Background: an optimization exercise with open tools, aiming at small area, a short achievable clock period and few clock cycles per item. Do not read the settings as production practice. No functional check of the RTL was part of any run shown here.

`flow/design.v`:
```
module k_constants (Addr, K);    
    input [5:0] Addr;
    output [31:0] K;
    reg [31:0] current_k;
    assign K = current_k;
    always @ (Addr) begin : addr_mux
        case(Addr)
          00: current_k = 32'h428a2f98;    01: current_k = 32'h71374491;
          02: current_k = 32'hb5c0fbcf;    03: current_k = 32'he9b5dba5;
          04: current_k = 32'h3956c25b;    05: current_k = 32'h59f111f1;
          06: current_k = 32'h923f82a4;    07: current_k = 32'hab1c5ed5;
          08: current_k = 32'hd807aa98;    09: current_k = 32'h12835b01;
          10: current_k = 32'h243185be;    11: current_k = 32'h550c7dc3;
          12: current_k = 32'h72be5d74;    13: current_k = 32'h80deb1fe;
          14: current_k = 32'h9bdc06a7;    15: current_k = 32'hc19bf174;
          16: current_k = 32'he49b69c1;    17: current_k = 32'hefbe4786;
          18: current_k = 32'h0fc19dc6;    19: current_k = 32'h240ca1cc;
          20: current_k = 32'h2de92c6f;    21: current_k = 32'h4a7484aa;
          22: current_k = 32'h5cb0a9dc;    23: current_k = 32'h76f988da;
          24: current_k = 32'h983e5152;    25: current_k = 32'ha831c66d;
          26: current_k = 32'hb00327c8;    27: current_k = 32'hbf597fc7;
          28: current_k = 32'hc6e00bf3;    29: current_k = 32'hd5a79147;
          30: current_k = 32'h06ca6351;    31: current_k = 32'h14292967;
          32: current_k = 32'h27b70a85;    33: current_k = 32'h2e1b2138;
          34: current_k = 32'h4d2c6dfc;    35: current_k = 32'h53380d13;
          36: current_k = 32'h650a7354;    37: current_k = 32'h766a0abb;
          38: current_k = 32'h81c2c92e;    39: current_k = 32'h92722c85;
          40: current_k = 32'ha2bfe8a1;    41: current_k = 32'ha81a664b;
          42: current_k = 32'hc24b8b70;    43: current_k = 32'hc76c51a3;
          44: current_k = 32'hd192e819;    45: current_k = 32'hd6990624;
          46: current_k = 32'hf40e3585;    47: current_k = 32'h106aa070;
          48: current_k = 32'h19a4c116;    49: current_k = 32'h1e376c08;
          50: current_k = 32'h2748774c;    51: current_k = 32'h34b0bcb5;
          52: current_k = 32'h391c0cb3;    53: current_k = 32'h4ed8aa4a;
          54: current_k = 32'h5b9cca4f;    55: current_k = 32'h682e6ff3;
          56: current_k = 32'h748f82ee;    57: current_k = 32'h78a5636f;
          58: current_k = 32'h84c87814;    59: current_k = 32'h8cc70208;
          60: current_k = 32'h90befffa;    61: current_k = 32'ha4506ceb;
          62: current_k = 32'hbef9a3f7;    63: current_k = 32'hc67178f2;
        endcase
    end
endmodule
module calc_w (W0, W1, W9, W14, WOut);
    input  [31:0] W0, W1, W9, W14;
    output [31:0] WOut;
    wire [31:0] s0 = {W1[6:0], W1[31:7]} ^ {W1[17:0], W1[31:18]} ^ (W1 >> 3);
    wire [31:0] s1 = {W14[16:0], W14[31:17]} ^ {W14[18:0], W14[31:19]} ^ (W14 >> 10);
    assign WOut = W0 + s0 + W9 + s1;
endmodule
module hash_algorithm (HKW, DHKW, A, B, C, E, F, G, AOut, EOut);
    input  [31:0] HKW, DHKW, A, B, C, E, F, G;
    output [31:0] AOut, EOut;
    wire [31:0] s1  = {E[5:0], E[31:6]} ^ {E[10:0], E[31:11]} ^ {E[24:0], E[31:25]};
    wire [31:0] ch  = (E & F) ^ (~E & G);
    wire [31:0] s0  = {A[1:0], A[31:2]} ^ {A[12:0], A[31:13]} ^ {A[21:0], A[31:22]};
    wire [31:0] maj = (A & B) | (C & (A | B));
    assign EOut = DHKW + s1 + ch;
    assign AOut = HKW + s1 + ch + s0 + maj;
endmodule
module sha256 (Clk, Reset, Start, Chunk, Digest, DigestReady);
    input          Clk;
    input          Reset;
    input          Start;
    input  [511:0] Chunk;
    output [255:0] Digest;
    output reg     DigestReady;
    localparam [31:0] H0A = 32'h6a09e667, H0B = 32'hbb67ae85,
                      H0C = 32'h3c6ef372, H0D = 32'ha54ff53a,
                      H0E = 32'h510e527f, H0F = 32'h9b05688c,
                      H0G = 32'h1f83d9ab, H0H = 32'h5be0cd19;
    reg         busy;                  
    reg  [5:0]  kidx;                  
    reg  [31:0] a, b, c, d, e, f, g, h;
    reg  [31:0] hkw, dhkw;             
    reg  [31:0] w [0:15];              
    wire [31:0] k, w_new, a_new, e_new;
    wire        last = busy && (kidx == 6'd0);    
    k_constants    kc (kidx, k);
    calc_w         cw (w[0], w[1], w[9], w[14], w_new);
    hash_algorithm ha (hkw, dhkw, a, b, c, e, f, g, a_new, e_new);
    wire [31:0] pre_w = busy ? w[1] : Chunk[511:480];
    wire [31:0] pre_h = busy ? g    : H0H;
    wire [31:0] pre_d = busy ? c    : H0D;
    wire [31:0] pre_hkw = pre_h + k + pre_w;
    always @(posedge Clk, negedge Reset) begin
        if (!Reset) begin
            busy        <= 1'b0;
            kidx        <= 6'd0;
            DigestReady <= 1'b0;
        end else begin
            if (busy) begin
                kidx <= kidx + 6'd1;           
                if (last) begin
                    kidx        <= 6'd0;
                    busy        <= 1'b0;
                    DigestReady <= 1'b1;
                end
            end else if (Start) begin
                busy        <= 1'b1;
                kidx        <= 6'd1;
                DigestReady <= 1'b0;
            end
        end
    end
    integer i;
    always @(posedge Clk) begin
        hkw  <= pre_hkw;
        dhkw <= pre_h + k + pre_w + pre_d;
        if (busy) begin
            for (i = 0; i < 15; i = i + 1) w[i] <= w[i + 1];
            w[15] <= w_new;
            {a, b, c, d} <= {a_new, a, b, c};
            {e, f, g, h} <= {e_new, e, f, g};
        end else begin
            for (i = 0; i < 16; i = i + 1) w[i] <= Chunk[511 - 32*i -: 32];
            if (Start) begin
                {a, b, c, d} <= {H0A, H0B, H0C, H0D};
                {e, f, g, h} <= {H0E, H0F, H0G, H0H};
            end
        end
    end
    assign Digest = {a + H0A, b + H0B, c + H0C, d + H0D,
                     e + H0E, f + H0F, g + H0G, h + H0H};
endmodule
```
`flow/run.sh`:
```
#!/bin/bash
# synth_recipe.tcl (not shown) runs the flow's synth.tcl, then flattens the netlist and writes it again
# the make line also repeats each setting of config.mk as NAME=value (left out here)
make -C /OpenROAD-flow-scripts/flow DESIGN_CONFIG=/design/flow/config.mk WORK_HOME=/design/flow/orfs CLKGATE_MAP_FILE= SYNTH_SCRIPT=/design/flow/synth_recipe.tcl finish
```
`flow/config.mk`:
```
export PLATFORM = sky130hd
export DESIGN_NAME = sha256
export DESIGN_NICKNAME = sha256
export VERILOG_FILES = /design/flow/design.v
export SDC_FILE = /design/flow/constraint.sdc
export NUM_CORES = 4
export LEC_CHECK = 0
export ABC_CLOCK_PERIOD_IN_PS = 3000
export CAP_MARGIN = 20
export CORE_MARGIN = 2
export CORE_UTILIZATION = 40
export SETUP_SLACK_MARGIN = 5
export SLEW_MARGIN = 20
```
`flow/constraint.sdc`:
```
create_clock -name core_clock -period 10.0 [get_ports {Clk}]
set_input_delay 2.0000 -clock core_clock [delete_from_list [all_inputs] [get_ports {Clk}]]
set_output_delay 2.0000 -clock core_clock [all_outputs]
set_load 0.01 [all_outputs]
```
==> summary.md, run 1 <==
| Metric | Value |
|---|---|
| Sequential area share after synthesis | `38.4%` |
| DRC Markers | `0` |
| CTS Buffer Depth | `3` |
| Total CTS buffers | `96` |
| Ys flop type | `dfxtp_1` |
| Fin. Hold Viols | `0` |
| Post-DP HPWL | `164 mm` |
| Synth unique cells | `114` |
| Initial antenna violation count | `42` |
| Clock sinks | `840` |
| Hold bufs inserted after CTS | `0` |
| Number of flops mapped to enable cells by yosys | `256` |
| Worst Hold Margin | `0.425 ns` |
| I/O pin total | `772` |
| Root Driver | `clkbuf_16` |
| Detailed-route via count | `41,500` |
| Worst setup path endpoint | `dhkw[30]` |
| Routed WL | `215 mm` |
| Worst-path clk slew | `0.06 ns` |
| Unrepaired setup endpoints after global routing | `true` |
| Worst skew pair latency | `0.74 ns` |
| TritonCTS clock tree | `done` |
| Initial Utilization | `40.3%` |
| Rows | `130` |
| Arr. time, crit path | `7.07 ns` |
| Max Fanout on Critical Path | `5` |
| FILL cells | `10,900` |
| Max cap viols | `0` |
| Reg2reg setup slack | `3.56 ns` |
| FFs w/ async S/R, synth | `0.952%` |
| Hold Startpoint | `w[13][5]` |
| Vias in the first global route | `40,900` |
| Crit Path Category | `register to register` |
| Reg2reg path depth | `27` |
| IO buf count | `771` |
| Critical path origin | `kidx[1]` |
| Area contributors post-synth | `dfxtp_1, edfxtp_1, mux2_2` |
| Cell taking the most area after synthesis | `dfxtp_1` |
| WP data required | `10.63 ns` |
| Register area | `19,400 um2` |
| Worst-Margin Slew | `1.18 ns` |
| Layout net count | `6,879` |
| Syn. warnings | `4` |
| Share of the synthesized area in the top cell type | `22.8%` |
| Worst setup SP type | `register` |
| Relative slew margins | `21.0%` |
| Final period util | `64.4%` |
| #FFs+latches synth | `840` |
| Die area | `129,000 um2` |
| Clock skew | `0.0723 ns` |
| Share of layout cells above drive strength 1 | `32.2%` |
| Setup total negative slack | `0 ns` |
| First-pass DRT Iterations | `6` |
| Net count after synthesis | `5,732` |
| Die W | `359 um` |
| Area grow syn2layout | `40.6%` |
| Core box area | `125,000 um2` |
| Die H | `359 um` |
| GRT Util Overall | `32.1%` |
| Vias per cell | `5.38` |
| Setup crit end kind | `register` |
| Hold/Removal Path Class | `register to register` |
| Gr ovfl total | `0` |
| Post-synthesis cell count | `4,816` |
| CTS H-tree depth | `3` |
| Crit Reg-Reg Startpoint | `kidx[1]` |
| Fin crit period | `6.44 ns` |
| Slew Limit Fails | `0` |
| Largest net degree at the start of global routing | `142` |
| Mapped Area | `50,500 um2` |
| Multi-input gate area | `32,600 um2` |
| DRT iter0 DRCs | `3,878` |
| Synthesized area per cell | `10.5 um2` |
| R2R Path End | `dhkw[30]` |
| DRT antenna net count | `0` |
| GPL Wtd Cong | `0.956` |
| Finish-stage setup viols | `0` |
| Outcome | `no timing/DRC/antenna violations` |
| WL per Instance | `27.8 um` |
| First-pass GRT wire length | `298 mm` |
| Fmax | `0.155 GHz` |
[layout by cell type (no fill, tap or decap), drive strengths merged, types with 15 or more instances in the layout]
cell type,instances
clkinv,32
o21a,39
mux2i,25
dlygate4sd2,20
diode,18
and2,91
nand3,60
nor2b,25
a31oi,35
buf,641
o21ai,183
nand2b,139
mux2,521
inv,417
clkdlybuf4s50,588
xnor2,380
a21oi,212
and3,26
maj3,31
a211oi,33
o211ai,29
a21boi,17
o21bai,16
a21o,81
nand2,247
fa,219
nor3,66
dlymetal6s2s,15
o31ai,16
xor2,211
ha,182
dfxtp,576
edfxtp,256
clkbuf,138
nor2,227
[final cells by class]
cell class / instances / share of cell area (%)
tap: 1650 / 2.91
clock inverter: 49 / 0.948
multi-input combinational: 3333 / 45.9
timing repair buffer: 1273 / 16.7
timing repair inverter: 1 / 0.00705
inverter: 418 / 2.25
antenna: 18 / 0.0634
sequential: 840 / 27.4
clock buffer: 129 / 3.86
[registers in the layout, indices dropped and copies added, names as in the netlist]
| signal | cells |
|---|---|
| f | 32 |
| hkw | 32 |
| w | 512 |
| c | 32 |
| d | 32 |
| DigestReady | 1 |
| h | 32 |
| b | 32 |
| g | 32 |
| busy | 1 |
| a | 32 |
| e | 32 |
| kidx | 6 |
| dhkw | 32 |
[layer usage]
| metal | vias to the layer above | GRT usage (%) | part of all wire (%) | routed length [um] |
|---|---|---|---|---|
| li1 | 18800 | - | - | - |
| met1 | 20800 | 45.4 | 44 | 94600 |
| met2 | 1628 | 49.3 | 45 | 95500 |
| met3 | 225 | 8.33 | 9.4 | 20200 |
| met4 | 18 | 6.30 | 2.0 | 4200 |
| met5 | - | 0 | 0.060 | 128 |
[cell families (layout without fill, tap and decap cells)]
family | Yosys count | in the layout | share of synthesized area, %
flops | 840 | 840 | 38.4
other cells | 0 | 18 | 0
simple gates | 973 | 973 | 9.67
buf+inv | 643 | 1870 | 4.84
xor+xnor | 595 | 595 | 10.5
mux | 554 | 554 | 12.5
fa+ha+maj | 432 | 432 | 13.8
compound gates | 779 | 779 | 10.3
[what timing repair did]
| action | CTS | global route |
|---|---|---|
| pin swaps | 230 | 250 |
| resized for setup | 1178 | 448 |
| buffers inserted | 317 | 139 |
| gates cloned | 1 | 0 |
| endpoints found under the setup margin | 255 | 236 |
| hold endpoints to repair | 0 | 0 |
[worst max-delay path, stage by stage (launching register included)]
cell	delay, ns
dfrtp_1	0.37
buf_12	0.12
clkinvlp_4	0.19
ha_4	0.39
buf_12	0.13
nor2b_4	0.15
buf_6	0.14
nor3_4	0.04
nor4b_2	0.33
a221o_1	0.24
fa_1	0.45
ha_4	0.20
fa_2	0.42
a211oi_4	0.27
o21bai_4	0.13
a21oi_2	0.21
xnor2_2	0.14
ha_1	0.28
buf_6	0.14
a31oi_4	0.26
o211ai_2	0.15
a32o_2	0.31
a221o_2	0.41
buf_6	0.15
nand4b_4	0.10
a2111oi_4	0.09
or4_1	0.42
nand3_1	0.10
[how the worst min path moves through the flow]
stage                 to  slack (ns)  depth (start not counted)
2_1_floorplan   w[1][31]        0.43                          1
3_3_place_gp   w[14][17]        0.44                          1
3_5_place_dp   w[14][18]        0.44                          1
4_1_cts          w[5][5]        0.43                          1
5_1_grt          w[6][4]        0.45                          1
6_report        w[12][5]        0.42                          1
[cell usage after synthesis, types with 13 or more instances]
| library cell | count |
|---|---|
| ha_1 | 182 |
| a311oi_1 | 13 |
| nor3_1 | 66 |
| and2_1 | 88 |
| a31oi_1 | 32 |
| o21ai_0 | 167 |
| o211ai_1 | 24 |
| maj3_1 | 31 |
| nand2b_1 | 138 |
| edfxtp_1 | 256 |
| inv_1 | 417 |
| clkbuf_1 | 196 |
| fa_1 | 219 |
| buf_1 | 15 |
| nor4_1 | 14 |
| o21bai_1 | 16 |
| o31ai_1 | 16 |
| nand3_1 | 60 |
| xnor2_1 | 379 |
| mux2_2 | 520 |
| a21o_1 | 80 |
| nand2_1 | 246 |
| a21boi_0 | 16 |
| a211oi_1 | 28 |
| xor2_1 | 210 |
| nor2_1 | 225 |
| dfxtp_1 | 576 |
| o21a_1 | 39 |
| mux2i_1 | 25 |
| nand4_1 | 14 |
| nor2b_1 | 24 |
| a21oi_1 | 211 |
| and3_1 | 25 |
[per-stage QoR]
stage | area (um2) | utilization (%) | std cells | setup slack [ns]
6_report | 71000 | 56.6 | 7711 | 3.56
5_1_grt | 71000 | 56.6 | 7705 | 3.36
4_1_cts | 68000 | 54.2 | 7554 | 3.66
3_5_place_dp | 60100 | 47.9 | 7058 | 2.60
3_3_place_gp | 60100 | 47.9 | 7057 | 2.62
2_1_floorplan | 50800 | - | 4816 | 3.64
==> run 2: changes to the inputs <==
--- a/flow/design.v
+++ b/flow/design.v
@@ -46,5 +46,8 @@
     wire [31:0] s0 = {W1[6:0], W1[31:7]} ^ {W1[17:0], W1[31:18]} ^ (W1 >> 3);
     wire [31:0] s1 = {W14[16:0], W14[31:17]} ^ {W14[18:0], W14[31:19]} ^ (W14 >> 10);
-    assign WOut = W0 + s0 + W9 + s1;
+    wire [31:0] x1s, x1c, x2s, x2c;
+    csa32 c1 (W0, W9, s0, x1s, x1c);
+    csa32 c2 (x1s, x1c, s1, x2s, x2c);
+    assign WOut = x2s + x2c;
 endmodule
 module hash_algorithm (HKW, DHKW, A, B, C, E, F, G, AOut, EOut);
@@ -55,6 +58,19 @@
     wire [31:0] s0  = {A[1:0], A[31:2]} ^ {A[12:0], A[31:13]} ^ {A[21:0], A[31:22]};
     wire [31:0] maj = (A & B) | (C & (A | B));
-    assign EOut = DHKW + s1 + ch;
-    assign AOut = HKW + s1 + ch + s0 + maj;
+    wire [31:0] es, ec;
+    csa32 ce (DHKW, s1, ch, es, ec);
+    assign EOut = es + ec;
+    wire [31:0] x1s, x1c, x2s, x2c, x3s, x3c;
+    csa32 c1 (HKW, ch, maj, x1s, x1c);
+    csa32 c2 (x1s, x1c, s1, x2s, x2c);
+    csa32 c3 (x2s, x2c, s0, x3s, x3c);
+    assign AOut = x3s + x3c;
+endmodule
+module csa32 (X, Y, Z, S, C);
+    input  [31:0] X, Y, Z;
+    output [31:0] S, C;
+    wire [31:0] m = (X & Y) | (Z & (X | Y));
+    assign S = X ^ Y ^ Z;
+    assign C = {m[30:0], 1'b0};
 endmodule
 module sha256 (Clk, Reset, Start, Chunk, Digest, DigestReady);
@@ -69,28 +85,29 @@
                       H0E = 32'h510e527f, H0F = 32'h9b05688c,
                       H0G = 32'h1f83d9ab, H0H = 32'h5be0cd19;
+    localparam [31:0] K0  = 32'h428a2f98, K1  = 32'h71374491;
     reg         busy;                  
-    reg  [5:0]  kidx;                  
+    reg  [5:0]  cnt;                   
+    reg  [31:0] kreg;                  
     reg  [31:0] a, b, c, d, e, f, g, h;
     reg  [31:0] hkw, dhkw;             
     reg  [31:0] w [0:15];              
     wire [31:0] k, w_new, a_new, e_new;
-    wire        last = busy && (kidx == 6'd0);    
-    k_constants    kc (kidx, k);
+    wire        last = busy && (cnt == 6'd1);     
+    k_constants    kc (cnt, k);
     calc_w         cw (w[0], w[1], w[9], w[14], w_new);
     hash_algorithm ha (hkw, dhkw, a, b, c, e, f, g, a_new, e_new);
-    wire [31:0] pre_w = busy ? w[1] : Chunk[511:480];
-    wire [31:0] pre_h = busy ? g    : H0H;
-    wire [31:0] pre_d = busy ? c    : H0D;
-    wire [31:0] pre_hkw = pre_h + k + pre_w;
+    wire [31:0] p1s, p1c, p2s, p2c;
+    csa32 p1 (g, kreg, w[1], p1s, p1c);
+    csa32 p2 (p1s, p1c, c, p2s, p2c);
+    wire [31:0] w0 = Chunk[511:480];
     always @(posedge Clk, negedge Reset) begin
         if (!Reset) begin
             busy        <= 1'b0;
-            kidx        <= 6'd0;
+            cnt         <= 6'd2;
             DigestReady <= 1'b0;
         end else begin
+            cnt <= busy ? cnt + 6'd1 : 6'd2;
             if (busy) begin
-                kidx <= kidx + 6'd1;           
                 if (last) begin
-                    kidx        <= 6'd0;
                     busy        <= 1'b0;
                     DigestReady <= 1'b1;
@@ -98,5 +115,4 @@
             end else if (Start) begin
                 busy        <= 1'b1;
-                kidx        <= 6'd1;
                 DigestReady <= 1'b0;
             end
@@ -105,7 +121,8 @@
     integer i;
     always @(posedge Clk) begin
-        hkw  <= pre_hkw;
-        dhkw <= pre_h + k + pre_w + pre_d;
         if (busy) begin
+            kreg <= last ? K0 : k;
+            hkw  <= p1s + p1c;
+            dhkw <= p2s + p2c;
             for (i = 0; i < 15; i = i + 1) w[i] <= w[i + 1];
             w[15] <= w_new;
@@ -113,4 +130,7 @@
             {e, f, g, h} <= {e_new, e, f, g};
         end else begin
+            kreg <= Start ? K1 : K0;
+            hkw  <= w0 + (H0H + K0);
+            dhkw <= w0 + (H0D + H0H + K0);
             for (i = 0; i < 16; i = i + 1) w[i] <= Chunk[511 - 32*i -: 32];
             if (Start) begin
--- a/flow/config.mk
+++ b/flow/config.mk
@@ -10,4 +10,4 @@
 export CORE_MARGIN = 2
 export CORE_UTILIZATION = 40
-export SETUP_SLACK_MARGIN = 5
+export SETUP_SLACK_MARGIN = 0
 export SLEW_MARGIN = 20
==> run 2 against run 1 <==
  * Critical path type is now register to primary output
  * Largest cell class unchanged
  * Global-route usage fell by 0.29 points
==> summary.md, run 2 <==
| Metric | Value |
|---|---|
| Outcome | `no timing/DRC/antenna violations` |
| Share of layout cells above drive strength 1 | `12.9% (-19 points)` |
| Post-synthesis cell count | `5,193 (+7.8%)` |
| Core box area | `133,000 um2 (+6.0%)` |
| Fin. Hold Viols | `0 (unchanged)` |
| Final Cell Area | `66,300 um2 (-6.7%)` |
| Final period util | `63.6% (-0.79 points)` |
| Worst skew pair latency | `0.76 ns (+0.02 ns)` |
| Fmax | `0.157 GHz (+1.2%)` |
| Synthesized area per cell | `10.3 um2 (-2.0%)` |
| Critical Path Slowest Stage Cell | `clkdlybuf4s50_1` |
| Worst-Margin Slew | `1.13 ns (-0.0430 ns)` |
| Vias in the first global route | `42,100 (+2.9%)` |
| CTS H-tree depth | `3 (unchanged)` |
| Synth unique cells | `103 (-9.6%)` |
| GPL Wtd Cong | `0.972 (+1.7%)` |
| Routed WL | `223 mm (+3.7%)` |
| GRT Util Overall | `31.8% (-0.29 points)` |
| Setup crit end kind | `primary output` |
| Most common cell after layout, fill and taps aside | `clkdlybuf4s50_1` |
| Synth cell count leaders | `dfxtp_1, mux2_2, xnor2_1` |
| Worst-path clk slew | `0.06 ns (about the same)` |
| Total CTS buffers | `98 (+2.1%)` |
| Crit Path Category | `register to primary output` |
| Clock skew | `0.0433 ns (-0.0290 ns)` |
| Largest register by flop count | `w` |
| Critical Path Max Stage Delay | `0.56 ns (+0.11 ns)` |
| Setup total negative slack | `0 ns (unchanged)` |
| Cell taking the most area after synthesis | `dfxtp_1` |
| Number of gates resized after CTS | `0 (-100%)` |
| Rows | `134 (+3.1%)` |
| Initial Utilization | `40.2% (-0.12 points)` |
| Finish-stage setup viols | `0 (unchanged)` |
| Number of flops mapped to enable cells by yosys | `256 (unchanged)` |
| Detailed-route via count | `41,900 (+0.83%)` |
| Hold bufs inserted after CTS | `0 (unchanged)` |
| Count leader, synth | `dfxtp_1` |
| Unrepaired setup endpoints after global routing | `false` |
| Worst setup SP type | `register` |
| DRT iter0 DRCs | `3,678 (-5.2%)` |
| First-pass GRT wire length | `308 mm (+3.2%)` |
| First-pass DRT Iterations | `6 (unchanged)` |
| Root Driver | `clkbuf_16` |
| Post-DP HPWL | `179 mm (+9.1%)` |
| #FFs+latches synth | `872 (+3.8%)` |
| Worst setup margin | `3.64 ns (+0.0785 ns)` |
| Sequential area share after synthesis | `37.6% (-0.87 points)` |
| Share of the synthesized area in the top cell type | `22.8% (-0.031 points)` |
| Die W | `369 um (+2.8%)` |
| Arr. time, crit path | `4.36 ns (-2.71 ns)` |
| Ys flop type | `dfxtp_1` |
| Gr ovfl total | `0 (unchanged)` |
| Die area | `136,000 um2 (+5.6%)` |
| DRT antenna net count | `0 (unchanged)` |
| DRC Markers | `0 (unchanged)` |
| Area contributors post-synth | `dfxtp_1, edfxtp_1, mux2_2` |
| Max cap viols | `0 (unchanged)` |
| IO buf count | `771 (unchanged)` |
| Most frequent cells in the layout | `clkdlybuf4s50_1, dfxtp_1, mux2_2` |
| Fin crit period | `6.36 ns (-0.0785 ns)` |
| I/O pin total | `772 (unchanged)` |
| Placed Area | `62,700 um2 (+4.3%)` |
| Slew Limit Fails | `0 (unchanged)` |
| Dpl ws | `4.19 ns (+1.59 ns)` |
| Vias per cell | `5.43 (+0.80%)` |
| Hold/Removal Path Class | `register to register` |
| FILL cells | `12,300 (+13%)` |
| Setup Buffers After CTS | `0 (-100%)` |
| FFs w/ async S/R, synth | `0.917% (-0.035 points)` |
| Die H | `369 um (+2.8%)` |
| TritonCTS clock tree | `done` |
| CTS Buffer Depth | `3 (unchanged)` |
| Layout net count | `6,820 (-0.86%)` |
| Max reg flops | `512 (unchanged)` |
| WP data required | `8.00 ns (-2.63 ns)` |
| Relative slew margins | `23.7% (+2.6 points)` |
| Initial antenna violation count | `35 (-17%)` |
| Mapped Area | `53,400 um2 (+5.7%)` |
| Net count after synthesis | `6,164 (+7.5%)` |
| Syn. warnings | `4 (unchanged)` |
| Crit path cell chain | `inv_1 > ha_1 > nor2b_1 > o21a_1 > o21ai_1 > a21oi_1 > o31ai_1 > a21oi_1 > or4_1 > o21ai_1 > xnor2_1 > clkdlybuf4s50_1` |
| WL per Instance | `28.9 um (+3.7%)` |
| Largest net degree at the start of global routing | `228 (+61%)` |
| Max Fanout on Critical Path | `4 (-1)` |
| Clock sinks | `872 (+3.8%)` |
| Area grow syn2layout | `24.1%` |
-- run 2: changes by cell type in the layout (fill, tap and decap cells not counted), sizes merged, moves of 34 or more --
cell | previous run | this run
nor2 | 227 | 271
nand2 | 247 | 289
clkdlybuf4s50 | 588 | 771
xnor2 | 380 | 428
fa | 219 | 253
buf | 641 | 37
-- run 2: path summary, 6_finish.rpt --
kind / from / end / slack (ns) / cells past startpoint
worst max-delay path: g[0] / Digest[62] / 3.64 / 12
worst max register to register: e[1] / a[30] / 4.10 / 16
min in group asynchronous: Reset / DigestReady / 1.58 / 1
max in group asynchronous: Reset / busy / 8.07 / 1
worst min register to register: w[13][8] / w[12][8] / 0.44 / 1
worst min-delay path: w[13][8] / w[12][8] / 0.44 / 1
-- run 2: cells by family after synthesis --
| logic type | count (synthesis) | share of synthesized area (%) |
|---|---|---|
| fa+ha+maj | 474 | 14.6 |
| buf+inv | 652 | 4.63 |
| simple gates | 1147 | 10.6 |
| compound gates | 854 | 10.5 |
| xor+xnor | 650 | 10.7 |
| flops | 872 | 37.6 |
| mux | 544 | 11.4 |
-- run 2: critical path: cells and delay by family (launching register included) --
kind | cells | cell delay [ns]
xor gates and xnor gates | 1 | 0.15
and+or+nand+nor | 2 | 0.59
AOI/OAI and AO/OA | 6 | 1.49
DFF | 1 | 0.43
adders and majority gates | 1 | 0.21
buffers and inverters | 2 | 0.73
-- run 2: per-stage QoR --
| stage | hold WS [ns] | std cells | util, % |
|---|---|---|---|
| after global routing | 0.453 | 7707 | 49.8 |
| final | 0.440 | 7713 | 49.8 |
| after global placement | 0.435 | 7517 | 47.2 |
| after floorplan | 0.433 | 5193 | - |
| after detailed placement | 0.438 | 7517 | 47.2 |
| after CTS | 0.441 | 7700 | 49.8 |
-- run 2: per-layer routing --
layer / global-route usage (%) / vias to the layer above / part of all wire, %
li1: - / 19100 / -
met1: 35.5 / 20500 / 36
met2: 55.9 / 1716 / 50
met3: 6.29 / 474 / 6.8
met4: 18.7 / 26 / 6.5
met5: 0 / - / 0.072
-- run 2: final cells by class --
| type | count | area, um2 | share of cell area [%] |
|---|---|---|---|
| inverters | 400 | 1500 | 2.27 |
| repair buffers | 808 | 8050 | 12.1 |
| flip-flops and latches | 872 | 20100 | 30.3 |
| clock buffers | 143 | 2980 | 4.49 |
| diodes | 13 | 32.5 | 0.0491 |
| multi-input cells | 3669 | 30900 | 46.6 |
| clock inverters | 40 | 557 | 0.840 |
| well taps | 1768 | 2210 | 3.34 |
==> run 3: changes to the inputs <==
--- a/flow/config.mk
+++ b/flow/config.mk
@@ -10,4 +10,4 @@
 export CORE_MARGIN = 2
 export CORE_UTILIZATION = 40
-export SETUP_SLACK_MARGIN = 0
+export SETUP_SLACK_MARGIN = 5
 export SLEW_MARGIN = 20
==> run 3 against run 2 <==
  * Still clean on timing, DRC and antenna
  * Synthesized cell count is the same
  * Worst setup slack gained 0.87 ns
  * Routed wire length grew 3.2%
  * Critical path type unchanged
==> summary.md, run 3 <==
| Metric | Value |
|---|---|
| Count leader, synth | `dfxtp_1` |
| CTS Buffer Depth | `3 (unchanged)` |
| DRC Markers | `0 (unchanged)` |
| Slew Limit Fails | `0 (unchanged)` |
| Max cap viols | `0 (unchanged)` |
| CTS H-tree depth | `3 (unchanged)` |
| Initial antenna violation count | `35 (unchanged)` |
| Die H | `369 um (unchanged)` |
| Share of layout cells above drive strength 1 | `24.0% (+11 points)` |
| Placed Area | `62,700 um2 (about the same)` |
| Max reg flops | `512 (unchanged)` |
| Vias in the first global route | `43,300 (+2.9%)` |
| Crit path max-delay family | `compound AO/OA/AOI/OAI gates` |
| Register area | `20,100 um2 (about the same)` |
| Synth cell count leaders | `dfxtp_1, mux2_2, xnor2_1` |
| Rows | `134 (unchanged)` |
| Initial Utilization | `40.2% (unchanged)` |
| Crit Path Category | `register to primary output` |
| Number of flops mapped to enable cells by yosys | `256 (unchanged)` |
| Gr ovfl total | `0 (unchanged)` |
| Most frequent cells in the layout | `clkdlybuf4s50_1, dfxtp_1, mux2_2` |
| DRT iter0 DRCs | `4,245 (+15%)` |
| Clock skew | `0.0592 ns (+0.0158 ns)` |
| Critical Path Slowest Stage Cell | `edfxtp_1` |
| Max Fanout on Critical Path | `3 (-1)` |
| Number of buffers and inverters on the critical path | `1 (-1)` |
| Fin. Hold Viols | `0 (unchanged)` |
| Setup total negative slack | `0 ns (unchanged)` |
| Synth unique cells | `103 (unchanged)` |
| Net count after synthesis | `6,164 (unchanged)` |
| First-pass DRT Iterations | `6 (unchanged)` |
| Sequential area share after synthesis | `37.6% (unchanged)` |
| GPL Wtd Cong | `0.993 (+2.2%)` |
| Finish-stage setup viols | `0 (unchanged)` |
| TritonCTS clock tree | `done` |
| Worst Hold Margin | `0.454 ns (+0.0134 ns)` |
| #FFs+latches synth | `872 (unchanged)` |
| Relative slew margins | `21.3% (-2.4 points)` |
| Ys flop type | `dfxtp_1` |
| Critical Path Max Stage Delay | `0.46 ns (-0.10 ns)` |
| Most common cell after layout, fill and taps aside | `clkdlybuf4s50_1` |
| Fin crit period | `5.49 ns (-0.871 ns)` |
| Largest net degree at the start of global routing | `226 (-0.88%)` |
| Multi-input gate area | `32,700 um2 (+5.8%)` |
| DRT antenna net count | `0 (unchanged)` |
| Mapped Area | `53,400 um2 (unchanged)` |
| Final period util | `54.9% (-8.7 points)` |
| Die area | `136,000 um2 (unchanged)` |
| Cell taking the most area after synthesis | `dfxtp_1` |
| Post-DP HPWL | `178 mm (-0.80%)` |
| Unrepaired setup endpoints after global routing | `true` |
| Post-synthesis cell count | `5,193 (unchanged)` |
| Synthesized area per cell | `10.3 um2 (unchanged)` |
| Setup crit end kind | `primary output` |
| Crit path cell chain | `ha_2 > or4_4 > a311oi_4 > o211ai_2 > a31oi_4 > nor2b_2 > o21a_4 > o211a_4 > o21ai_2 > xor2_1 > buf_2` |
| FFs w/ async S/R, synth | `0.917% (unchanged)` |
| Layout net count | `7,165 (+5.1%)` |
| Fmax | `0.182 GHz (+16%)` |
| Syn. warnings | `4 (unchanged)` |
| Core box area | `133,000 um2 (unchanged)` |
| First-pass GRT wire length | `313 mm (+1.8%)` |
| Share of the synthesized area in the top cell type | `22.8% (unchanged)` |
| Worst-path clk slew | `0.07 ns (about the same)` |
| Root Driver | `clkbuf_16` |
| Final Cell Area | `70,200 um2 (+5.9%)` |
| IO buf count | `771 (unchanged)` |
| Routed WL | `230 mm (+3.2%)` |
| WL per Instance | `28.5 um (-1.2%)` |
| Area contributors post-synth | `dfxtp_1, edfxtp_1, mux2_2` |
| Arr. time, crit path | `3.49 ns (-0.87 ns)` |
| WP data required | `8.00 ns (about the same)` |
| Detailed-route via count | `43,800 (+4.6%)` |
| Worst skew pair latency | `0.75 ns (about the same)` |
| Clock sinks | `872 (unchanged)` |
| FILL cells | `12,000 (-2.6%)` |
| Total CTS buffers | `98 (unchanged)` |
| Area grow syn2layout | `31.4%` |
| I/O pin total | `772 (unchanged)` |
| GRT Util Overall | `32.3% (+0.50 points)` |
| Hold/Removal Path Class | `register to register` |
| Outcome | `no timing/DRC/antenna violations` |
| Worst-Margin Slew | `1.17 ns (+0.0353 ns)` |
| Die W | `369 um (unchanged)` |
| Vias per cell | `5.43 (about the same)` |
| Largest register by flop count | `w` |
| Hold bufs inserted after CTS | `0 (unchanged)` |
| Worst setup SP type | `register` |
-- run 3: cell counts after synthesis --
No cell type changed its count.
-- run 3: worst paths after layout --
kind / end / from / slack (ns) / depth (start not counted)
max: Digest[159] / d[1] / 4.51 / 11
min: w[12][13] / w[13][13] / 0.45 / 1
max reg2reg: a[29] / g[1] / 4.65 / 22
min reg2reg: w[12][13] / w[13][13] / 0.45 / 1
max in group asynchronous: busy / Reset / 8.11 / 1
min in group asynchronous: DigestReady / Reset / 1.55 / 1
-- run 3: logic make-up after synthesis --
group           count (synthesis)  synth area share (%)
compound gates                854                  10.5
xor+xnor                      650                  10.7
fa+ha+maj                     474                  14.6
buf+inv                       652                  4.63
flops                         872                  37.6
mux                           544                  11.4
simple gates                 1147                  10.6
-- run 3: area by class of cell --
| type | count | share of cell area [%] |
|---|---|---|
| clock inverters | 47 | 0.945 |
| flip-flops and latches | 872 | 28.6 |
| multi-input cells | 3669 | 46.6 |
| well taps | 1768 | 3.15 |
| clock buffers | 134 | 3.91 |
| repair buffers | 1153 | 14.6 |
| diodes | 17 | 0.0606 |
| inverters | 400 | 2.14 |
-- run 3: repair_timing --
action	4_1_cts	5_1_grt
gates cloned	0	0
buffers inserted	233	110
gates resized for setup	672	312
pin swaps	120	136
setup endpoints to repair	196	181
-- run 3: per-stage QoR --
step | utilization (%) | setup WS [ns] | std cells
4_1_cts | 51.4 | 4.48 | 7933
3_3_place_gp | 47.1 | 4.27 | 7519
2_1_floorplan | - | 5.21 | 5193
3_5_place_dp | 47.1 | 4.19 | 7519
6_report | 52.8 | 4.51 | 8060
5_1_grt | 52.8 | 4.36 | 8053
-- run 3: metal layers --
layer  share of wire, %  vias up  global-route usage, %  routed length (um)
met3                6.8      518                   5.89               15700
met5              0.057        -                      0                 131
met2                 50     2004                   56.0              114000
met4                6.8       20                   19.1               15600
met1                 37    21500                   37.0               84100
li1                   -    19800                      -                   -
==> run 4: changes to the inputs <==
==> flow/flow/run.sh (new file) <==
#!/bin/bash
# The standard layout (the standard.sh), with the port buffers inserted
# before placement made from the smallest buffer instead of the resizer's
# default pick. Everything else is the standard ORFS flow.
set -euo pipefail
bash standard.sh "BUFFER_PORTS_ARGS=-buffer_cell sky130_fd_sc_hd__buf_1" finish > standard_flow.log 2>&1
==> flow/standard.sh (new file) <==
#!/bin/bash
# synth_recipe.tcl (not shown) runs the flow's synth.tcl, then flattens the netlist and writes it again
# the make line also repeats each setting of config.mk as NAME=value (left out here)
make -C /OpenROAD-flow-scripts/flow DESIGN_CONFIG=/design/flow/config.mk WORK_HOME=/design/flow/orfs CLKGATE_MAP_FILE= SYNTH_SCRIPT=/design/flow/synth_recipe.tcl "${@:-finish}"
removed: flow/run.sh
==> run 4 against run 3 <==
  * Maximum frequency up 0.71%
  * Still clean
  * Non-clock buffer count up 42
  * Worst hold slack worse by 0.039 ns
  * Critical endpoint unchanged
  * Largest cell class unchanged
  * Count of clock-buffer cells in the layout down 12
==> summary.md, run 4 <==
| Metric | Value |
|---|---|
| Fmax | `0.184 GHz (+0.71%)` |
| CTS Buffer Depth | `3 (unchanged)` |
| Cell taking the most area after synthesis | `dfxtp_1` |
| WP data required | `8.00 ns (about the same)` |
| Critical Path Slowest Stage Cell | `edfxtp_1` |
| Layout net count | `7,207 (+0.59%)` |
| Setup total negative slack | `0 ns (unchanged)` |
| Area grow syn2layout | `23.7%` |
| Unrepaired setup endpoints after global routing | `true` |
| Die W | `369 um (unchanged)` |
| FFs w/ async S/R, synth | `0.917% (unchanged)` |
| Arr. time, crit path | `3.45 ns (-0.04 ns)` |
| Vias in the first global route | `43,400 (+0.17%)` |
| First-pass DRT Iterations | `8 (+2)` |
| First-pass GRT wire length | `314 mm (+0.24%)` |
| Post-synthesis cell count | `5,193 (unchanged)` |
| Outcome | `no timing/DRC/antenna violations` |
| Reg2reg setup slack | `4.82 ns (+0.17 ns)` |
| WL per Instance | `28.4 um (-0.19%)` |
| GPL Wtd Cong | `1.02 (+2.3%)` |
| Clock skew | `0.110 ns (+0.0507 ns)` |
| Synth unique cells | `103 (unchanged)` |
| Worst Hold Margin | `0.415 ns (-0.0389 ns)` |
| Crit path max-delay family | `compound AO/OA/AOI/OAI gates` |
| DRT antenna net count | `0 (unchanged)` |
| DRT iter0 DRCs | `4,006 (-5.6%)` |
| Number of flops mapped to enable cells by yosys | `256 (unchanged)` |
| Max Fanout on Critical Path | `4 (+1)` |
| Largest net degree at the start of global routing | `180 (-20%)` |
| Critical Path Max Stage Delay | `0.50 ns (+0.04 ns)` |
| Net count after synthesis | `6,164 (unchanged)` |
| Core box area | `133,000 um2 (unchanged)` |
| Post-DP HPWL | `179 mm (+0.82%)` |
| Worst-Margin Slew | `1.28 ns (+0.114 ns)` |
| Die H | `369 um (unchanged)` |
| Initial Utilization | `40.2% (unchanged)` |
| Die area | `136,000 um2 (unchanged)` |
| Syn. warnings | `4 (unchanged)` |
| GRT Util Overall | `32.4% (+0.15 points)` |
| DRC Markers | `0 (unchanged)` |
| Number of buffers and inverters on the critical path | `1 (unchanged)` |
| Most frequent cells in the layout | `buf_1, dfxtp_1, mux2_2` |
| Max reg flops | `512 (unchanged)` |
| CTS H-tree depth | `3 (unchanged)` |
| Synthesized area per cell | `10.3 um2 (unchanged)` |
| Root Driver | `clkbuf_16` |
| Fin crit period | `5.45 ns (-0.0385 ns)` |
| Final period util | `54.5% (-0.38 points)` |
| Finish-stage setup viols | `0 (unchanged)` |
| Vias per cell | `5.45 (+0.39%)` |
| Hold bufs inserted after CTS | `0 (unchanged)` |
| Area contributors post-synth | `dfxtp_1, edfxtp_1, mux2_2` |
| Crit path cell chain | `ha_2 > or4_4 > a311oi_4 > o211ai_2 > a31oi_4 > nor2b_2 > o21a_4 > o211a_4 > o21ai_2 > xor2_1 > buf_2` |
| Share of the synthesized area in the top cell type | `22.8% (unchanged)` |
| Total CTS buffers | `98 (unchanged)` |
| Synth cell count leaders | `dfxtp_1, mux2_2, xnor2_1` |
| Initial antenna violation count | `24 (-31%)` |
| Worst skew pair latency | `0.79 ns (+0.04 ns)` |
| Hold/Removal Path Class | `register to register` |
| Fin. Hold Viols | `0 (unchanged)` |
| Most common cell after layout, fill and taps aside | `buf_1` |
| TritonCTS clock tree | `done` |
| IO buf count | `771 (unchanged)` |
| #FFs+latches synth | `872 (unchanged)` |
| Routed WL | `230 mm (+0.18%)` |
| I/O pin total | `772 (unchanged)` |
| Share of layout cells above drive strength 1 | `23.4% (-0.57 points)` |
| Rows | `134 (unchanged)` |
| Ys flop type | `dfxtp_1` |
| Worst setup SP type | `register` |
| Max cap viols | `0 (unchanged)` |
| Count leader, synth | `dfxtp_1` |
| Detailed-route via count | `44,100 (+0.76%)` |
| Relative slew margins | `13.7% (-7.7 points)` |
| Largest register by flop count | `w` |
| Worst-path clk slew | `0.07 ns (about the same)` |
| Mapped Area | `53,400 um2 (unchanged)` |
| Setup crit end kind | `primary output` |
| Slew Limit Fails | `0 (unchanged)` |
| Clock sinks | `872 (unchanged)` |
| Sequential area share after synthesis | `37.6% (unchanged)` |
| Gr ovfl total | `0 (unchanged)` |
| Crit Path Category | `register to primary output` |
-- run 4: cell types whose count changed in the layout (fill, tap and decap cells not counted), sizes merged, moves of 3 or more --
cell / delta
buf: +706
clkdlybuf4s50: -609
dlygate4sd2: -29
clkbuf: -26
dlymetal6s2s: -9
diode: -7
clkdlybuf4s15: -3
clkinv: +3
-- run 4: timing repair --
| item | CTS | global route |
|---|---|---|
| endpoints found under the setup margin | 148 | 125 |
| buffers inserted | 240 | 129 |
| gates resized for setup | 297 | 230 |
| pin swaps | 105 | 125 |
-- run 4: stage by stage --
step | worst slack, ns | util (%) | instance area [um2] | instances
after global placement | 4.25 | 43.6 | 58000 | 7535
final | 4.55 | 49.7 | 66000 | 8090
after detailed placement | 4.16 | 43.6 | 58000 | 7535
after floorplan | 5.21 | - | 53400 | 5193
after CTS | 4.56 | 48.3 | 64200 | 7951
after global routing | 4.45 | 49.7 | 66000 | 8085
-- run 4: cell type report --
class,count,area (um2)
clock buffer,122,2660
multi-input combinational,3669,32400
antenna,10,25.0
clock inverter,54,707
inverter,400,1510
fill,12300,66900
timing repair buffer,1195,6480
tap,1768,2210
sequential,872,20100
-- run 4: cell families after synthesis --
family / count (synthesis) / share of synthesized area (%)
flops: 872 / 37.6
buf+inv: 652 / 4.63
simple gates: 1147 / 10.6
fa+ha+maj: 474 / 14.6
xor+xnor: 650 / 10.7
mux: 544 / 11.4
compound gates: 854 / 10.5
-- run 4: worst paths after layout --
check,start,end,depth (start not counted)
max in group asynchronous,Reset,busy,1
worst max-delay path,d[1],Digest[159],11
worst max register to register,g[1],a[27],20
min in group asynchronous,Reset,cnt[4],1
worst min register to register,w[11][7],w[10][7],1
worst min-delay path,w[11][7],w[10][7],1
-- run 4: layer usage --
layer / up-vias / track usage (%) / routed length (um)
li1: 19900 / - / -
met1: 21600 / 37.2 / 83700
met2: 2107 / 56.9 / 114000
met3: 555 / 5.52 / 16000
met4: 8 / 18.5 / 16300
met5: - / 0 / 46
==> run 5: changes to the inputs <==
==> flow/flow/run.sh (replaced) <==
#!/bin/bash
# The standard layout (the standard.sh), with the port buffers inserted
# before placement made from the smallest buffer instead of the resizer's
# default pick. Everything else is the standard ORFS flow.
set -euo pipefail
bash standard.sh "BUFFER_PORTS_ARGS=-buffer_cell sky130_fd_sc_hd__buf_1" SETUP_SLACK_MARGIN=6.5 finish > standard_flow.log 2>&1
==> run 5 against run 4 <==
  * Utilization up 5.6 points
  * Cell count rose by 3.1%
  * Cell area up 11%
  * Synthesized area stayed put
  * Worst setup slack got worse by 0.16 ns
  * Worst hold slack better by 0.037 ns
  * First-iteration DRC count rose by 1.0%
  * Routed wire length grew 2.1%
==> summary.md, run 5 <==
| Metric | Value |
|---|---|
| Area contributors post-synth | `dfxtp_1, edfxtp_1, mux2_2` |
| Vias per cell | `5.43 (-0.46%)` |
| Worst skew pair latency | `0.75 ns (-0.04 ns)` |
| DRC Markers | `0 (unchanged)` |
| CTS Buffer Depth | `3 (unchanged)` |
| Finish-stage setup viols | `0 (unchanged)` |
| I/O pin total | `772 (unchanged)` |
| Clock skew | `0.0622 ns (-0.0477 ns)` |
| Net count after synthesis | `6,164 (unchanged)` |
| Routed WL | `235 mm (+2.1%)` |
| Gr ovfl total | `0 (unchanged)` |
| Hold/Removal Path Class | `register to register` |
| Die area | `136,000 um2 (unchanged)` |
| Crit path cell chain | `ha_2 > or4_4 > a311oi_4 > o211ai_2 > a31oi_4 > nor2b_2 > o21a_4 > o211a_4 > o21ai_4 > xor2_4 > buf_6` |
| Largest net degree at the start of global routing | `202 (+12%)` |
| Largest register by flop count | `w` |
| Clock sinks | `872 (unchanged)` |
| WL per Instance | `28.2 um (-0.97%)` |
| Share of layout cells above drive strength 1 | `36.9% (+13 points)` |
| Slew Limit Fails | `0 (unchanged)` |
| Root Driver | `clkbuf_16` |
| Setup crit end kind | `primary output` |
| Most common cell after layout, fill and taps aside | `dfxtp_1` |
| Core box area | `133,000 um2 (unchanged)` |
| DRT antenna net count | `0 (unchanged)` |
| IO buf count | `771 (unchanged)` |
| Synthesized area per cell | `10.3 um2 (unchanged)` |
| Syn. warnings | `4 (unchanged)` |
| WP data required | `8.00 ns (about the same)` |
| Hold bufs inserted after CTS | `0 (unchanged)` |
| Final Cell Area | `73,400 um2 (+11%)` |
| FILL cells | `11,500 (-6.9%)` |
| Initial antenna violation count | `42 (+75%)` |
| #FFs+latches synth | `872 (unchanged)` |
| Fin crit period | `5.61 ns (+0.163 ns)` |
| Fmax | `0.178 GHz (-2.9%)` |
| Detailed-route via count | `45,200 (+2.6%)` |
| Die H | `369 um (unchanged)` |
| Count leader, synth | `dfxtp_1` |
| Final period util | `56.1% (+1.6 points)` |
| Mapped Area | `53,400 um2 (unchanged)` |
| Critical Path Slowest Stage Cell | `or4_4` |
| Critical Path Max Stage Delay | `0.46 ns (-0.04 ns)` |
| Max Fanout on Critical Path | `2 (-2)` |
| Most frequent cells in the layout | `dfxtp_1, buf_1, mux2_2` |
| Ys flop type | `dfxtp_1` |
| Placed Area | `59,400 um2 (+2.5%)` |
| Outcome | `no timing/DRC/antenna violations` |
| Die W | `369 um (unchanged)` |
| Worst-Margin Slew | `1.19 ns (-0.0909 ns)` |
| Worst setup SP type | `register` |
| CTS H-tree depth | `3 (unchanged)` |
| Rows | `134 (unchanged)` |
| Layout net count | `7,441 (+3.2%)` |
| Crit Path Category | `register to primary output` |
| Initial Utilization | `40.2% (unchanged)` |
| Post-synthesis cell count | `5,193 (unchanged)` |
| Worst-path clk slew | `0.06 ns (about the same)` |
| DRT iter0 DRCs | `4,047 (+1.0%)` |
| Cell taking the most area after synthesis | `dfxtp_1` |
| First-pass GRT wire length | `321 mm (+2.2%)` |
| Area grow syn2layout | `37.6%` |
| Share of the synthesized area in the top cell type | `22.8% (unchanged)` |
| TritonCTS clock tree | `done` |
| GPL Wtd Cong | `0.992 (-2.4%)` |
| Relative slew margins | `20.6% (+7.0 points)` |
| GRT Util Overall | `32.9% (+0.46 points)` |
| Sequential area share after synthesis | `37.6% (unchanged)` |
| Number of flops mapped to enable cells by yosys | `256 (unchanged)` |
| Fin. Hold Viols | `0 (unchanged)` |
| Max cap viols | `0 (unchanged)` |
| FFs w/ async S/R, synth | `0.917% (unchanged)` |
| Arr. time, crit path | `3.61 ns (+0.16 ns)` |
| Synth cell count leaders | `dfxtp_1, mux2_2, xnor2_1` |
| Synth unique cells | `103 (unchanged)` |
| First-pass DRT Iterations | `8 (unchanged)` |
| Total CTS buffers | `96 (-2.0%)` |
| Max reg flops | `512 (unchanged)` |
| Post-DP HPWL | `174 mm (-2.9%)` |
| Vias in the first global route | `45,100 (+3.8%)` |
| Setup total negative slack | `0 ns (unchanged)` |
| Unrepaired setup endpoints after global routing | `true` |
[run 5: kinds of logic (layout without fill, tap and decap cells)]
group	Yosys count	in the layout	synth area share [%]
muxes	544	544	11.4
buffers and inverters	652	2004	4.63
adders and majority gates	474	474	14.6
AOI/OAI and AO/OA	854	854	10.5
DFF	872	872	37.6
other	0	22	0
and+or+nand+nor	1147	1149	10.6
xor gates and xnor gates	650	650	10.7
[run 5: area by class of cell]
class / count / area, um2 / area share, %
Clock inverter: 43 / 474 / 0.646
Clock buffer: 132 / 2720 / 3.70
Tap cell: 1768 / 2210 / 3.01
Antenna cell: 22 / 55.1 / 0.0750
Sequential cell: 872 / 20200 / 27.5
Multi-Input combinational cell: 3671 / 36700 / 50.0
Inverter: 400 / 1520 / 2.07
Timing Repair Buffer: 1429 / 9550 / 13.0
[run 5: routing by layer]
layer	track usage, %	routed length, um
met5	0	86
met4	20.2	16300
met3	6.61	17400
met2	56.1	116000
met1	37.9	85400
[run 5: critical path: cells and delay by family, from the launching register on]
kind | cells | cell delay [ns]
buffers and inverters | 1 | 0.16
xor gates and xnor gates | 1 | 0.28
adders and majority gates | 1 | 0.21
and+or+nand+nor | 2 | 0.53
DFF | 1 | 0.40
AOI/OAI and AO/OA | 6 | 1.33
[run 5: repair_timing]
item	in CTS	in global routing
gates resized for setup	1043	405
pin swaps	372	255
gates cloned	4	0
setup endpoints to repair	541	512
buffers inserted	429	188
[run 5: final timing paths]
kind                                 from     endpoint  slack, ns  cells after the start
worst max-delay path                 d[2]  Digest[159]       4.39                     11
worst min-delay path            w[12][10]    w[11][10]       0.45                      1
worst max register to register       a[1]        a[27]       4.78                     23
worst min register to register  w[12][10]    w[11][10]       0.45                      1
max in group asynchronous           Reset         busy       8.46                      1
min in group asynchronous           Reset       cnt[4]       1.18                      1
[run 5: metrics by stage]
step	cells	setup WS, ns	utilization, %	hold slack, ns
final	8337	4.39	55.2	0.452
after global routing	8332	4.29	55.2	0.459
after CTS	8127	4.37	52.7	0.453
after detailed placement	7519	4.72	44.7	0.439
after global placement	7519	4.78	44.7	0.435
after floorplan	5193	5.50	-	0.432
==> run 6: changes to the inputs <==
--- a/flow/design.v
+++ b/flow/design.v
@@ -60,10 +60,10 @@
     wire [31:0] es, ec;
     csa32 ce (DHKW, s1, ch, es, ec);
-    assign EOut = es + ec;
+    add32 ae (es, ec, EOut);
     wire [31:0] x1s, x1c, x2s, x2c, x3s, x3c;
     csa32 c1 (HKW, ch, maj, x1s, x1c);
     csa32 c2 (x1s, x1c, s1, x2s, x2c);
     csa32 c3 (x2s, x2c, s0, x3s, x3c);
-    assign AOut = x3s + x3c;
+    add32 aa (x3s, x3c, AOut);
 endmodule
 module csa32 (X, Y, Z, S, C);
@@ -73,4 +73,33 @@
     assign S = X ^ Y ^ Z;
     assign C = {m[30:0], 1'b0};
+endmodule
+module add32 (A, B, S);
+    input  [31:0] A, B;
+    output [31:0] S;
+    wire [31:0] g [1:5];
+    wire [31:0] p [1:5];
+    wire [31:0] t = A | B;
+    wire [31:0] x = A ^ B;
+    assign g[1][0] = A[0] & B[0];
+    assign p[1][0] = t[0];
+    genvar l, i;
+    generate
+        for (i = 1; i < 32; i = i + 1) begin : first
+            assign g[1][i] = (A[i] & B[i]) | ((t[i] & A[i-1]) & B[i-1]);
+            assign p[1][i] = t[i] & t[i-1];
+        end
+        for (l = 1; l < 5; l = l + 1) begin : level
+            for (i = 0; i < 32; i = i + 1) begin : node
+                if (i >= (1 << l)) begin : merge
+                    assign g[l+1][i] = g[l][i] | (p[l][i] & g[l][i - (1 << l)]);
+                    assign p[l+1][i] = p[l][i] & p[l][i - (1 << l)];
+                end else begin : pass
+                    assign g[l+1][i] = g[l][i];
+                    assign p[l+1][i] = p[l][i];
+                end
+            end
+        end
+    endgenerate
+    assign S = x ^ {g[5][30:0], 1'b0};
 endmodule
 module sha256 (Clk, Reset, Start, Chunk, Digest, DigestReady);
==> flow/flow/run.sh (replaced) <==
#!/bin/bash
# The standard layout (the standard.sh), with the port buffers inserted
# before placement made from the smallest buffer instead of the resizer's
# default pick. Everything else is the standard ORFS flow.
set -euo pipefail
bash standard.sh "BUFFER_PORTS_ARGS=-buffer_cell sky130_fd_sc_hd__buf_1" finish > standard_flow.log 2>&1
==> run 6 against run 5 <==
  * Still clean
  * Worst setup slack improved by 0.14 ns
  * Register-to-register slack worse by 0.16 ns
  * Cell area fell by 7.7%
  * Utilization decreased by 4.6 points
  * Maximum frequency increased by 2.5%
  * Via count decreased by 2.5%
  * Non-clock buffer count decreased by 244
  * Sequential share of layout area up 2.2 points
  * Clock skew up 0.036 ns
  * Critical endpoint is now Digest[189]
  * Highest routed layer unchanged
==> summary.md, run 6 <==
| Metric | Value |
|---|---|
| Setup total negative slack | `0 ns (unchanged)` |
| Share of layout cells above drive strength 1 | `24.2% (-13 points)` |
| First-pass DRT Iterations | `6 (-2)` |
| Critical Path Slowest Stage Cell | `edfxtp_1` |
| Post-synthesis cell count | `5,305 (+2.2%)` |
| Hold/Removal Path Class | `register to register` |
| DRC Markers | `0 (unchanged)` |
| Max Fanout on Critical Path | `4 (+2)` |
| Max cap viols | `0 (unchanged)` |
| Sequential area share after synthesis | `37.1% (-0.52 points)` |
| CTS H-tree depth | `3 (unchanged)` |
| Post-DP HPWL | `182 mm (+4.6%)` |
| Gr busiest metal | `met2` |
| Ys flop type | `dfxtp_1` |
| WP data required | `8.00 ns (about the same)` |
| Die area | `138,000 um2 (+1.4%)` |
| Clock skew | `0.0986 ns (+0.0364 ns)` |
| IO buf count | `771 (unchanged)` |
| Synthesized area per cell | `10.2 um2 (-0.74%)` |
| FFs w/ async S/R, synth | `0.917% (unchanged)` |
| First-pass GRT wire length | `318 mm (-0.86%)` |
| Vias in the first global route | `44,100 (-2.1%)` |
| Crit path cell chain | `ha_2 > a21oi_2 > nor3b_4 > o21ai_4 > a31oi_4 > a21boi_4 > o41ai_4 > nor3b_4 > nor2_4 > o41ai_2 > o21ai_1 > clkbuf_2` |
| Count leader, synth | `dfxtp_1` |
| Finish-stage setup viols | `0 (unchanged)` |
| Crit Path Category | `register to primary output` |
| Worst-path clk slew | `0.06 ns (about the same)` |
| Synth unique cells | `98 (-4.9%)` |
| Critical Path Max Stage Delay | `0.44 ns (-0.02 ns)` |
| Worst skew pair latency | `0.79 ns (+0.04 ns)` |
| Largest net degree at the start of global routing | `194 (-4.0%)` |
| Layout net count | `7,358 (-1.1%)` |
| Fin crit period | `5.48 ns (-0.135 ns)` |
| Area contributors post-synth | `dfxtp_1, edfxtp_1, mux2_2` |
| Arr. time, crit path | `3.48 ns (-0.13 ns)` |
| Die H | `372 um (+0.69%)` |
| Clock sinks | `872 (unchanged)` |
| I/O pin total | `772 (unchanged)` |
| Max reg flops | `512 (unchanged)` |
| Hold bufs inserted after CTS | `0 (unchanged)` |
| Syn. warnings | `5 (+1)` |
| Slew Limit Fails | `0 (unchanged)` |
| Hold Path Depth | `1 (unchanged)` |
| Core box area | `134,000 um2 (+0.76%)` |
| Initial Utilization | `40.4% (+0.26 points)` |
| Gr ovfl total | `0 (unchanged)` |
| Mapped Area | `54,100 um2 (+1.4%)` |
| DRT antenna net count | `0 (unchanged)` |
| DRT iter0 DRCs | `3,631 (-10%)` |
| Area grow syn2layout | `25.2%` |
| Cell taking the most area after synthesis | `dfxtp_1` |
| Vias per cell | `5.38 (-0.87%)` |
| GRT Util Overall | `32.4% (-0.54 points)` |
| Rows | `134 (unchanged)` |
| Die W | `372 um (+0.69%)` |
| CTS Buffer Depth | `3 (unchanged)` |
| Reg2reg setup slack | `4.62 ns (-0.16 ns)` |
| Met3 Use GR | `6.20% (-0.40 points)` |
| Final period util | `54.8% (-1.4 points)` |
| Root Driver | `clkbuf_16` |
| Detailed-route via count | `44,100 (-2.5%)` |
| #FFs+latches synth | `872 (unchanged)` |
| Worst-Margin Slew | `1.17 ns (-0.0220 ns)` |
| Most frequent cells in the layout | `buf_1, dfxtp_1, mux2_2` |
| Worst setup SP type | `register` |
| Routed WL | `232 mm (-1.2%)` |
| Share of the synthesized area in the top cell type | `22.5% (-0.31 points)` |
| TritonCTS clock tree | `done` |
| Reg2reg path depth | `20 (-13%)` |
| Total CTS buffers | `98 (+2.1%)` |
| Unrepaired setup endpoints after global routing | `true` |
| Met2 Use GR | `56.2% (+0.12 points)` |
| Synth cell count leaders | `dfxtp_1, mux2_2, inv_1` |
| M1 GR Usage | `37.1% (-0.73 points)` |
| Outcome | `no timing/DRC/antenna violations` |
| WL per Instance | `28.3 um (+0.44%)` |
| Most common cell after layout, fill and taps aside | `buf_1` |
| Fmax | `0.183 GHz (+2.5%)` |
| Relative slew margins | `21.5% (+0.90 points)` |
| Setup crit end kind | `primary output` |
| GPL Wtd Cong | `1.01 (+1.9%)` |
| Fin. Hold Viols | `0 (unchanged)` |
| Initial antenna violation count | `36 (-14%)` |
| Most used cell, CP | `nor3b_4` |
| Net count after synthesis | `6,330 (+2.7%)` |
| Number of flops mapped to enable cells by yosys | `256 (unchanged)` |
| Largest register by flop count | `w` |
[run 6: changes by cell type after synthesis, sizes merged, moves of 14 or more]
cell,change
inv,+70
and3,-16
nand4,-14
ha,+56
xor2,+21
a21o,-30
nor2,+37
nand3,-19
[run 6: cell families after synthesis]
group           count (synthesis)  synth area share [%]
flops                         872                  37.1
xor+xnor                      660                  10.7
mux                           543                  11.4
buf+inv                       722                  5.09
simple gates                 1132                  10.2
fa+ha+maj                     527                  15.6
compound gates                849                  10.0
[run 6: worst max-delay path, delay by kind of cell, from the launching register on]
family	cells	cell delay (ns)
flip-flops	1	0.44
buffers and inverters	1	0.14
adder cells (fa/ha/maj)	1	0.22
AO/OA/AOI/OAI	7	1.26
AND/OR/NAND/NOR	3	0.71
[run 6: per-layer routing]
metal / part of all wire [%] / vias up
met5: 0.045 / -
met4: 6.4 / 14
met3: 6.6 / 527
met2: 50 / 1908
met1: 37 / 21600
li1: - / 20000
[run 6: final cells by class]
class                           instances  area [um2]
Clock inverter                         38         568
Timing Repair Buffer                 1185        6540
Inverter                              465        1760
Sequential cell                       872       20100
Tap cell                             1768        2210
Fill cell                           12300       66200
Antenna cell                           16        40.0
Clock buffer                          146        2810
Multi-Input combinational cell       3711       33700
[run 6: per-stage QoR]
| stage | worst slack, ns | cells | instance area [um2] | hold slack, ns | utilization (%) |
|---|---|---|---|---|---|
| finish | 4.52 | 8201 | 67800 | 0.395 | 50.6 |
| global route | 4.39 | 8197 | 67800 | 0.421 | 50.6 |
| CTS | 4.42 | 8057 | 65500 | 0.407 | 48.9 |
| detailed placement | 3.99 | 7632 | 58600 | 0.439 | 43.8 |
| global placement | 4.09 | 7632 | 58600 | 0.435 | 43.8 |
| floorplan | 5.09 | 5305 | 54100 | 0.433 | - |
[run 6: timing repair]
item                                    4_1_cts  5_1_grt
endpoints found under the setup margin      179      156
pin swaps                                   126      160
gates resized for setup                     443      276
buffers inserted                            241      128
[run 6: worst paths after layout]
path | start | endpoint
max | c[1] | Digest[189]
min | w[15][1] | w[14][1]
max reg2reg | b[1] | a[26]
min reg2reg | w[15][1] | w[14][1]
max in group asynchronous | Reset | busy
min in group asynchronous | Reset | DigestReady

## port drivers added, routing unchanged
How much do the figures lean on ideal ports? The routed layouts below were timed once more, with nothing changed but the port constraints.
Step 1 (the two cells are an assumption about what drives the block):
set clk [get_ports {Clk}]
set_driving_cell -lib_cell sky130_fd_sc_hd__clkbuf_16 $clk
set_driving_cell -lib_cell sky130_fd_sc_hd__buf_2 [delete_from_list [all_inputs] $clk]
Step 2 also shifts input and output timing later by t, the mid clock arrival at the registers, as if the neighbouring blocks saw the same clock.
Three values: ideal, step 1, step 2; two values: the first two.
run	t (ns)	setup slack, ns	worst setup path at the end
run 1	0.787	3.564 / 3.564 / 2.924	input to register
run 2	0.811	3.642 / 3.570 / 4.099	register to register
run 3	0.800	4.513 / 4.437 / 4.446	input to register
run 4	0.818	4.552 / 4.474 / 4.817	register to register
run 5	0.797	4.389 / 4.306 / 4.775	register to register
run 6	0.828	4.524 / 4.438 / 4.476	input to register
After both steps setup and hold are still met in every run listed. For run 1, which loses most, drivers alone change the setup slack by 0.000 ns; drivers and shift together by -0.640 ns.
